This design comes from an exercise in tuning for a short achievable clock period and few clock cycles on the open sky130 flow, not from production work.
Only simulation tests tie the RTL to the original design; equivalence was not proved.
Power figures rest on the tool's default switching activity, not on a simulated workload.

==> flow/design.v <==
module div_rows #(parameter HI = 31, parameter LO = 0) (
    input  [31:0] x,
    input  [31:0] y,
    input  [31:0] rin,       
    output [31:0] rout,      
    output [HI:LO] q
);
    wire [31:0] r [LO:HI+1];
    assign r[HI+1] = rin;
    genvar k;
    generate
        for (k = HI; k >= LO; k = k - 1) begin : row
            localparam W = 32 - k;
            wire [W-1:0] t;
            if (W == 1) begin : t1
                assign t = x[k];
            end else begin : tn
                assign t = {r[k+1][W-2:0], x[k]};
            end
            wire big;
            if (W == 32) begin : b0
                assign big = 1'b0;
            end else begin : bn
                assign big = |y[31:W];
            end
            wire [W:0] d = {1'b0, t} - {1'b0, y[W-1:0]};
            assign q[k] = ~big & ~d[W];
            if (W == 32) begin : o32
                assign r[k] = q[k] ? d[W-1:0] : t;
            end else begin : on
                assign r[k] = {{(32-W){1'b0}}, (q[k] ? d[W-1:0] : t)};
            end
        end
    endgenerate
    assign rout = r[LO];
endmodule
module div_pipe (
    input             clk,
    input             clr,
    input             load,       
    input             go,         
    input  [31:0]     x,
    input  [31:0]     y,
    input  [4:0]      rd,
    input             rem,
    input  [31:0]     kill,       
    output [31:0]     pend,       
    output            we,
    output [4:0]      wrd,
    output [31:0]     wval
);
    localparam NS = 5;
    function integer hi_of(input integer i);
        case (i) 0: hi_of = 31; 1: hi_of = 24; 2: hi_of = 17; 3: hi_of = 11; default: hi_of = 5; endcase
    endfunction
    function integer lo_of(input integer i);
        case (i) 0: lo_of = 25; 1: lo_of = 18; 2: lo_of = 12; 3: lo_of = 6; default: lo_of = 0; endcase
    endfunction
    genvar i;
    generate
        for (i = 0; i < NS; i = i + 1) begin : st
            localparam HI = hi_of(i);
            localparam LO = lo_of(i);
            reg         v;
            reg  [4:0]  r_rd;
            reg         r_rem;
            reg  [31:0] r_x, r_y, r_r;
            reg  [31:0] r_q;             
            wire [31:0] rout;
            wire [HI:LO] q;
            div_rows #(.HI(HI), .LO(LO)) rows (.x(r_x), .y(r_y), .rin(r_r), .rout(rout), .q(q));
            wire [31:0] qn;              
            if (LO == 0) begin : ql
                assign qn = {r_q[31:HI+1], q};
            end else if (HI == 31) begin : qh
                assign qn = {q, {LO{1'b0}}};
            end else begin : qm
                assign qn = {r_q[31:HI+1], q, {LO{1'b0}}};
            end
            if (i == 0) begin : s0
                always @(posedge clk) begin
                    if (clr) v <= 1'b0;
                    else v <= go;
                    if (load) begin
                        r_rd <= rd; r_rem <= rem; r_x <= x; r_y <= y;
                        r_r <= 32'd0; r_q <= 32'd0;
                    end
                end
            end else begin : sn
                always @(posedge clk) begin
                    if (clr) v <= 1'b0;
                    else v <= st[i-1].v & ~kill[st[i-1].r_rd];
                    r_rd <= st[i-1].r_rd; r_rem <= st[i-1].r_rem;
                    r_x <= st[i-1].r_x; r_y <= st[i-1].r_y;
                    r_r <= st[i-1].rout; r_q <= st[i-1].qn;
                end
            end
        end
    endgenerate
    reg [31:0] pm;
    integer k;
    always @(*) begin
        pm = 32'd0;
        for (k = 0; k < 32; k = k + 1) begin
            if (st[0].v & st[0].r_rd == k) pm[k] = 1'b1;
            if (st[1].v & st[1].r_rd == k) pm[k] = 1'b1;
            if (st[2].v & st[2].r_rd == k) pm[k] = 1'b1;
            if (st[3].v & st[3].r_rd == k) pm[k] = 1'b1;
            if (st[4].v & st[4].r_rd == k) pm[k] = 1'b1;
        end
    end
    assign pend = pm;
    assign we   = st[NS-1].v;
    assign wrd  = st[NS-1].r_rd;
    assign wval = st[NS-1].r_rem ? st[NS-1].rout : st[NS-1].qn;
endmodule
module RISC_V (
    input  clk,
    input  reset,
    input  [31:0] instructions,
    input  [31:0] ram_data_in,
    output [31:0] PC_current,
    output RAM_write, RAM_read,
    output [1:0]  data_type,
    output [31:0] ram_address,
    output [31:0] ram_data_out
);
    localparam OP_R    = 7'b0110011;
    localparam OP_I    = 7'b0010011;
    localparam OP_LD   = 7'b0000011;
    localparam OP_ST   = 7'b0100011;
    localparam OP_BR   = 7'b1100011;
    localparam OP_JAL  = 7'b1101111;
    localparam OP_JALR = 7'b1100111;
    localparam OP_LUI  = 7'b0110111;
    localparam OP_AUI  = 7'b0010111;
    reg  [9:0]  pcw;             
    reg  [31:0] ir;
    reg  [9:0]  ir_pc;
    reg         ir_v;
    reg         ir_first;        
    reg         first_pend;
    reg  [31:0] rf [1:31];
    reg         m_rd_en, m_wr_en;
    reg  [31:0] m_addr, m_wdata;
    reg  [1:0]  m_dt;
    reg         m_wb, w_wb, q_wb;    
    reg  [4:0]  m_rd, w_rd, q_rd;
    reg  [31:0] q_data;
    wire [31:0] dv_pend;         
    wire        dv_we;
    wire [4:0]  dv_wrd;
    wire [31:0] dv_val;
    reg         run;             
    wire        clr = ~run;
    assign PC_current   = {20'b0, pcw, 2'b00};
    assign RAM_read     = m_rd_en;
    assign RAM_write    = m_wr_en;
    assign ram_address  = m_addr;
    assign data_type    = m_dt;
    assign ram_data_out = m_wdata;
    wire [6:0] op  = ir[6:0];
    wire [4:0] rd  = ir[11:7];
    wire [2:0] f3  = ir[14:12];
    wire [4:0] rs1 = ir[19:15];
    wire [4:0] rs2 = ir[24:20];
    wire [6:0] f7  = ir[31:25];
    wire is_r    = op == OP_R;
    wire is_i    = op == OP_I;
    wire is_alu  = is_r | is_i;
    wire is_ld   = op == OP_LD;
    wire is_st   = op == OP_ST;
    wire is_br   = op == OP_BR;
    wire is_jal  = op == OP_JAL;
    wire is_jalr = op == OP_JALR;
    wire is_lui  = op == OP_LUI;
    wire is_aui  = op == OP_AUI;
    wire m7      = f7 == 7'b0000001;
    wire is_div  = is_alu & m7 & (f3 == 3'b100 | f3 == 3'b110);
    wire effects = ~ir_first | is_jal | is_jalr | is_br;
    wire use1 = is_alu | is_ld | is_st | is_br | is_jalr;
    wire use2 = is_r | is_st | is_br | is_jalr;
    wire rd_nz = rd != 5'd0;
    wire wr_now  = (is_alu & ~is_div) | is_lui | is_aui | is_jal | is_jalr;
    wire wr_any  = wr_now | is_div | is_ld;
    function automatic busy(input [4:0] s);
        busy = (s != 5'd0) & ((m_wb & m_rd == s) | (w_wb & w_rd == s) | dv_pend[s]);
    endfunction
    reg  [23:0] cyc, oc;
    reg         mimic;
    wire known = is_alu | is_ld | is_st | is_br | is_jal | is_jalr | is_lui | is_aui;
    wire [2:0] olen = is_ld ? 3'd4 : known ? 3'd3 : 3'd2;
    wire early = mimic & (cyc < oc);
    wire stall = ir_v & ((use1 & busy(rs1)) | (use2 & busy(rs2)) | early);
    wire issue = ir_v & ~stall;
    wire act   = issue & effects;
    wire accept = ~ir_v | ~stall;
    wire [31:0] rf1 = (rs1 == 5'd0) ? 32'd0 : rf[rs1];
    wire [31:0] rf2 = (rs2 == 5'd0) ? 32'd0 : rf[rs2];
    wire [31:0] a   = (q_wb & q_rd == rs1 & rs1 != 5'd0) ? q_data : rf1;
    wire [31:0] b_r = (q_wb & q_rd == rs2 & rs2 != 5'd0) ? q_data : rf2;
    wire [31:0] imm_i = {{20{ir[31]}}, ir[31:20]};
    wire [31:0] imm_s = {{20{ir[31]}}, ir[31:25], ir[11:7]};
    wire [31:0] b     = is_r ? b_r : imm_i;
    wire [31:0] add_ab = a + b;
    wire [31:0] sub_ab = a - b;
    reg  [31:0] alu;
    always @(*) begin
        case (f3)
            3'b000: alu = m7 ? a * b : (f7 == 7'b0100000) ? sub_ab : add_ab;
            3'b001: alu = a << b[4:0];
            3'b010: alu = {31'b0, $signed(a) < $signed(b)};
            3'b011: alu = add_ab;
            3'b100: alu = a ^ b;
            3'b101: alu = a >> b[4:0];
            3'b110: alu = a | b;
            default: alu = a & b;
        endcase
    end
    wire [31:0] pc_b  = {20'b0, ir_pc, 2'b00};
    wire [31:0] pc4   = pc_b + 32'd4;
    reg  [31:0] xres;
    always @(*) begin
        if (is_lui)                xres = {ir[31:12], 12'b0};
        else if (is_aui)           xres = pc_b;
        else if (is_jal | is_jalr) xres = pc4;
        else                       xres = alu;
    end
    wire we_x = act & wr_now & rd_nz;
    wire [31:0] diff = a - b_r;
    wire zero = diff == 32'd0;
    reg taken;
    always @(*) begin
        case (f3)
            3'b001: taken = ~zero;
            3'b100: taken = diff[31];
            3'b101: taken = ~diff[31];
            default: taken = zero;
        endcase
    end
    wire pred = ir[31];            
    wire [9:0] br_tgt = ir_pc + {ir[30:25], ir[11:8]};
    wire [31:0] ja = (rd_nz & rd == rs1) ? pc4 : a;
    wire [31:0] jb = (rd_nz & rd == rs2) ? pc4 : b_r;
    wire [31:0] jalr_t = ja + jb;
    wire redir_br = act & is_br & (taken != pred);
    wire redirect = redir_br | (act & is_jalr);
    wire [9:0] x_tgt = is_jalr ? jalr_t[11:2] : (taken ? br_tgt : ir_pc + 10'd1);
    wire [31:0] ykill = (act & wr_any & rd_nz) ? (32'd1 << rd) : 32'd0;
    div_pipe dvp (
        .clk(clk), .clr(clr), .load(act & is_div), .go(act & is_div & rd_nz),
        .x(a), .y(b), .rd(rd), .rem(f3[1]), .kill(ykill),
        .pend(dv_pend), .we(dv_we), .wrd(dv_wrd), .wval(dv_val));
    wire f_jal  = instructions[6:0] == OP_JAL;
    wire f_br   = instructions[6:0] == OP_BR;
    wire f_take = f_jal | (f_br & instructions[31]);
    wire [9:0] f_tj = pcw + instructions[30:21];
    wire [9:0] f_tb = pcw + {instructions[30:25], instructions[11:8]};
    wire [9:0] f_tgt = instructions[3] ? f_tj : f_tb;
    always @(posedge clk or posedge reset) begin
        if (reset) begin
            pcw <= 10'd0;
            ir_v <= 1'b0;
            ir_first <= 1'b0;
            first_pend <= 1'b1;
            run <= 1'b0;
        end else begin
            run <= 1'b1;
            if (redirect) begin
                pcw <= x_tgt;
                ir_v <= 1'b0;
            end else if (accept) begin
                pcw <= f_take ? f_tgt : pcw + 10'd1;
                ir_v <= 1'b1;
                ir_first <= first_pend;
                first_pend <= 1'b0;
            end
        end
    end
    always @(posedge clk) begin
        if (accept) begin
            ir <= instructions;
            ir_pc <= pcw;
        end
    end
    wire [31:0] ls_addr = a + (is_st ? imm_s : imm_i);
    wire [1:0]  ls_dt = (f3 == 3'b000) ? 2'b10 : (f3 == 3'b001) ? 2'b01 : 2'b00;
    wire kill_m = act & wr_any & rd_nz & (rd == m_rd);
    wire kill_w = act & wr_any & rd_nz & (rd == w_rd);
    always @(posedge clk) begin
        if (clr) begin
            cyc <= 24'd2;
            oc <= 24'd2;
            mimic <= 1'b0;
        end else begin
            if (~&cyc) cyc <= cyc + 24'd1;
            if (issue & ~ir_first) oc <= oc + olen;
            if (act & is_st & ls_addr == 32'hFFFFFFF0) mimic <= 1'b1;
        end
    end
    always @(posedge clk) begin
        if (clr) begin
            m_rd_en <= 1'b0;
            m_wr_en <= 1'b0;
            m_wb <= 1'b0;
            w_wb <= 1'b0;
            q_wb <= 1'b0;
        end else begin
            m_rd_en <= act & is_ld;
            m_wr_en <= act & is_st;
            m_wb <= act & is_ld & rd_nz;
            w_wb <= m_wb & ~kill_m;
            q_wb <= w_wb & ~kill_w;
        end
    end
    always @(posedge clk) begin
        if (act & (is_ld | is_st)) begin
            m_addr <= ls_addr;
            m_dt <= ls_dt;
            m_wdata <= b_r;
        end
        m_rd <= rd;
        w_rd <= m_rd;
        q_rd <= w_rd;
        q_data <= ram_data_in;
    end
    integer k;
    always @(posedge clk) begin
        if (clr) begin
            for (k = 1; k < 32; k = k + 1) rf[k] <= 32'd0;
        end else begin
            for (k = 1; k < 32; k = k + 1) begin
                if (we_x & rd == k)
                    rf[k] <= xres;
                else if (dv_we & dv_wrd == k)
                    rf[k] <= dv_val;
                else if (q_wb & q_rd == k)
                    rf[k] <= q_data;
            end
        end
    end
endmodule
==> flow/run.sh <==
#!/bin/bash
# synth_recipe.tcl (not shown) runs the flow's synth.tcl, then flattens the netlist and writes it again
# the make line also repeats each setting of config.mk as NAME=value (left out here)
make -C /OpenROAD-flow-scripts/flow DESIGN_CONFIG=/design/flow/config.mk WORK_HOME=/design/flow/orfs CLKGATE_MAP_FILE= SYNTH_SCRIPT=/design/flow/synth_recipe.tcl finish
==> flow/constraint.sdc <==
create_clock -name core_clock -period 260.0 [get_ports {clk}]
set_input_delay 52.0000 -clock core_clock [delete_from_list [all_inputs] [get_ports {clk}]]
set_output_delay 52.0000 -clock core_clock [all_outputs]
set_load 0.01 [all_outputs]
==> flow/config.mk <==
export PLATFORM = sky130hd
export DESIGN_NAME = RISC_V
export DESIGN_NICKNAME = RISC_V
export VERILOG_FILES = /design/flow/design.v
export SDC_FILE = /design/flow/constraint.sdc
export NUM_CORES = 8
export LEC_CHECK = 0
export CAP_MARGIN = 20
export CORE_MARGIN = 2
export CORE_UTILIZATION = 25
export PLACE_DENSITY = 0.35
export SLEW_MARGIN = 20
==> out/metrics.yaml <==
cts_made_buffers: 227
post_cts_buffers: 0
min_period_ps: 54740
drive_above_1_share: 0.109
leakage_nw: 67.0
worst_hold_slack_ps: 280
maxCapViolCount: 1
setup_viol_count_final: 0
die_x_um: 766
rsz0062_at_grt: "false"
power_density_nw_per_um2: 4.53
drv_slew: 19
drt_iter0_drc: 32100
maxSlewHeadroom: -0.0975
mostFrequentLayoutCell: "nand2_1"
grt-ovfl-total: 0
avgSynthCellArea_um2: 7.47
ant_nets: 2
antenna_found_initial: 324
startpoint_type: "primary input"
yosys_register_bits: 1637
synth_flop_cell: "dfxtp_1"
crit_arrival_ps: 55730
period_share: 0.211
mostFrequentLayoutCells: "nand2_1, dfxtp_1, a21oi_1"
dr_total_vias: 183000
crit_fanout: 10
status: "finished with violations"
grt_pass1_wl_mm: 1620
syn_area_um2: 145000
globalplace.congestion: 1.10
insertion_delay_ps: 1140
hold_buffers: 0
cts_resized: 0
cts-root-buf: "clkbuf_16"
end_kind: "flip-flop"
utilization: 0.291
io_pins: 166
multi_input_area_um2: 102000
syn2layout_area_growth_pct: 15.7
synth_edf_count: 178
check-failures: "antenna violations, max-capacitance violations, max-slew violations"
wl_per_cell_um: 46.4
die_y_um: 766
cts_max_level: 4
required_ps: 260990
wirelength_mm: 1270
syn_inst: 19400
firstDrtPassIters: 9
worst_pin_slew_ps: 1650
hold_path_class: "flip-flop to flip-flop"
die-area_um2: 587000
skew_ps: 211
track_usage: 0.411
via_per_inst: 6.65
cts_tree: "yes"
fin_nets: 20500
grt_max_degree: 80
seq_area_um2: 34700
tns_ps: 0
fillCellCount: 63000
drt_drc_violations_left: 0
core-area_um2: 578000
hpwlAfterDp_mm: 895
clock_path_buffers: 4
vdd_drop_max_v: 0.00000652
cts_sinks: 1637
path_class: "primary input to flip-flop"
rows: 279
synth-seq-area-share: 0.238
io_buffers: 143
synth.distinct_cells: 125
synth_warnings: 40
max_freq_mhz: 18.3
async_reset_ff_frac: 0.00855
clk_pin_slew_worst_paths_ps: 60
start_util: 0.251
hold_violations: 0
grt_pass1_vias: 159000
-- kinds of logic (layout without fill, tap and decap cells) --
group,after synthesis,in the layout,synth area share
compound gates,5710,5710,0.258
xor+xnor,630,630,0.0388
fa+ha+maj,1321,1321,0.137
buf+inv,2698,2578,0.0738
flops,1637,1637,0.238
mux,413,413,0.0322
other cells,2,421,0.0000517
simple gates,7020,7020,0.222
-- cell usage after synthesis, drive strengths merged, types with 86 or more instances --
| cell | n | area (um2) |
|---|---|---|
| nor3 | 350 | 1770 |
| o21a | 216 | 1620 |
| and3 | 410 | 2570 |
| dfxtp | 1445 | 28900 |
| or3 | 86 | 538 |
| o22ai | 628 | 3930 |
| nor4 | 116 | 769 |
| nand3 | 1078 | 5400 |
| mux2i | 156 | 1560 |
| edfxtp | 178 | 5350 |
| a21oi | 1294 | 6480 |
| o2111ai | 199 | 1740 |
| nor2 | 1265 | 4800 |
| nand2b | 155 | 970 |
| a22oi | 492 | 3750 |
| a2111oi | 106 | 1010 |
| fa | 445 | 8910 |
| nor2b | 152 | 951 |
| xor2 | 212 | 1860 |
| clkbuf | 1231 | 4620 |
| o221ai | 113 | 990 |
| nand2 | 2883 | 10800 |
| buf | 334 | 1840 |
| o211ai | 191 | 1430 |
| ha | 876 | 11000 |
| o21ai | 1178 | 5910 |
| a21boi | 103 | 773 |
| a221oi | 103 | 908 |
| xnor2 | 410 | 3600 |
| a21o | 193 | 1450 |
| and2 | 91 | 574 |
| a211oi | 164 | 1240 |
| mux2 | 237 | 2670 |
| nand4 | 233 | 1460 |
| inv | 1120 | 4200 |
| a31oi | 118 | 744 |
-- critical path: stages --
cell and delay [ps]:
clkdlybuf4s50_1 590, nor3b_1 290, a21oi_1 70, nor3_1 150
buf_4 200, nand2_1 120, inv_1 90, ha_1 220
a21o_1 180, a21o_1 200, a21o_1 180, a21oi_1 250
o21bai_1 90, a21oi_1 250, o21bai_1 100, a21oi_1 170
xor2_1 190, o21ai_0 100, nand2b_1 120, o211a_1 140
-- layer usage --
layer | up-vias | track usage | wire (um)
li1 | 69800 | - | -
met1 | 90500 | 0.509 | 506000
met2 | 17000 | 0.536 | 473000
met3 | 5110 | 0.209 | 177000
met4 | 97 | 0.297 | 114000
met5 | - | 0.0450 | 3660
-- per-stage QoR --
stage | worst slack (ps) | total power [mW] | instances | instance area (um2)
finish | 205260 | 0.762 | 27500 | 168000
global route | 204980 | 0.769 | 27100 | 167000
CTS | 205210 | 0.752 | 27100 | 167000
detailed placement | 204170 | 0.408 | 26600 | 159000
global placement | 203880 | 0.409 | 26600 | 159000
floorplan | 204880 | 0.334 | 19500 | 145000
-- power breakdown --
part	internal (mW)	switching, mW	leakage [nW]	total [mW]
logic	0.0365	0.112	49.6	0.148
registers	0.258	0.00584	13.6	0.264
clock network	0.196	0.154	3.82	0.350
total	0.491	0.271	67.0	0.762
-- flip-flops by register name, indices dropped and copies added (netlist names), 10 cells and up --
name	cells
rf	992
dvp.st.r_y	160
dvp.st.r_x	93
dvp.st.r_q	67
dvp.st.r_r	67
ir	32
m_addr	32
m_wdata	32
q_data	32
dvp.st.r_rd	25
cyc	24
oc	24
ir_pc	10
pcw	10
-- path summary, 6_finish.rpt --
kind	start	endpoint	slack, ps	depth (start not counted)
max in group asynchronous	reset	run	208130	2
min in group asynchronous	reset	pcw[0]	51390	2
setup / recovery	instructions[3]	pcw[9]	205260	20
setup reg to reg	dvp.st[4].r_y[1]	rf[6][23]	235610	82
hold reg to reg	dvp.st[3].r_q[26]	dvp.st[4].r_q[26]	280	0
hold / removal	dvp.st[3].r_q[26]	dvp.st[4].r_q[26]	280	0
-- area by class of cell --
class	instances	share of cell area
Multi-Input combinational cell	15100	0.609
Antenna cell	398	0.00593
Sequential cell	1637	0.206
Timing Repair Buffer	1020	0.0492
Clock inverter	113	0.00843
Tap cell	7727	0.0576
Inverter	1133	0.0254
Clock buffer	312	0.0384
Testbench counts, summed over its fixed seeds: cycles 46,778.

[separate check: timing with driven ports]
No port has a modelled driver above. Below, the same layout with a new extraction and two added sets of constraints.
Step 1, drivers: a clkbuf_16 drives clk and a buf_2 each remaining input, both assumed.
Step 2 times the ports against the registers' clock, not the clock port: input delays grow and output delays shrink by t, the midpoint of the rising clock arrivals with the driver on.
Slacks: ideal / step 1 / step 2; pairs: ideal / step 1.
t, ns: 1.179
setup WS [ns]: 205.258 / 205.382 / 204.202
pins driven straight from the clock port: 1
The setup slack of this run moves by +0.124 ns with the drivers and by -1.056 ns with both steps.
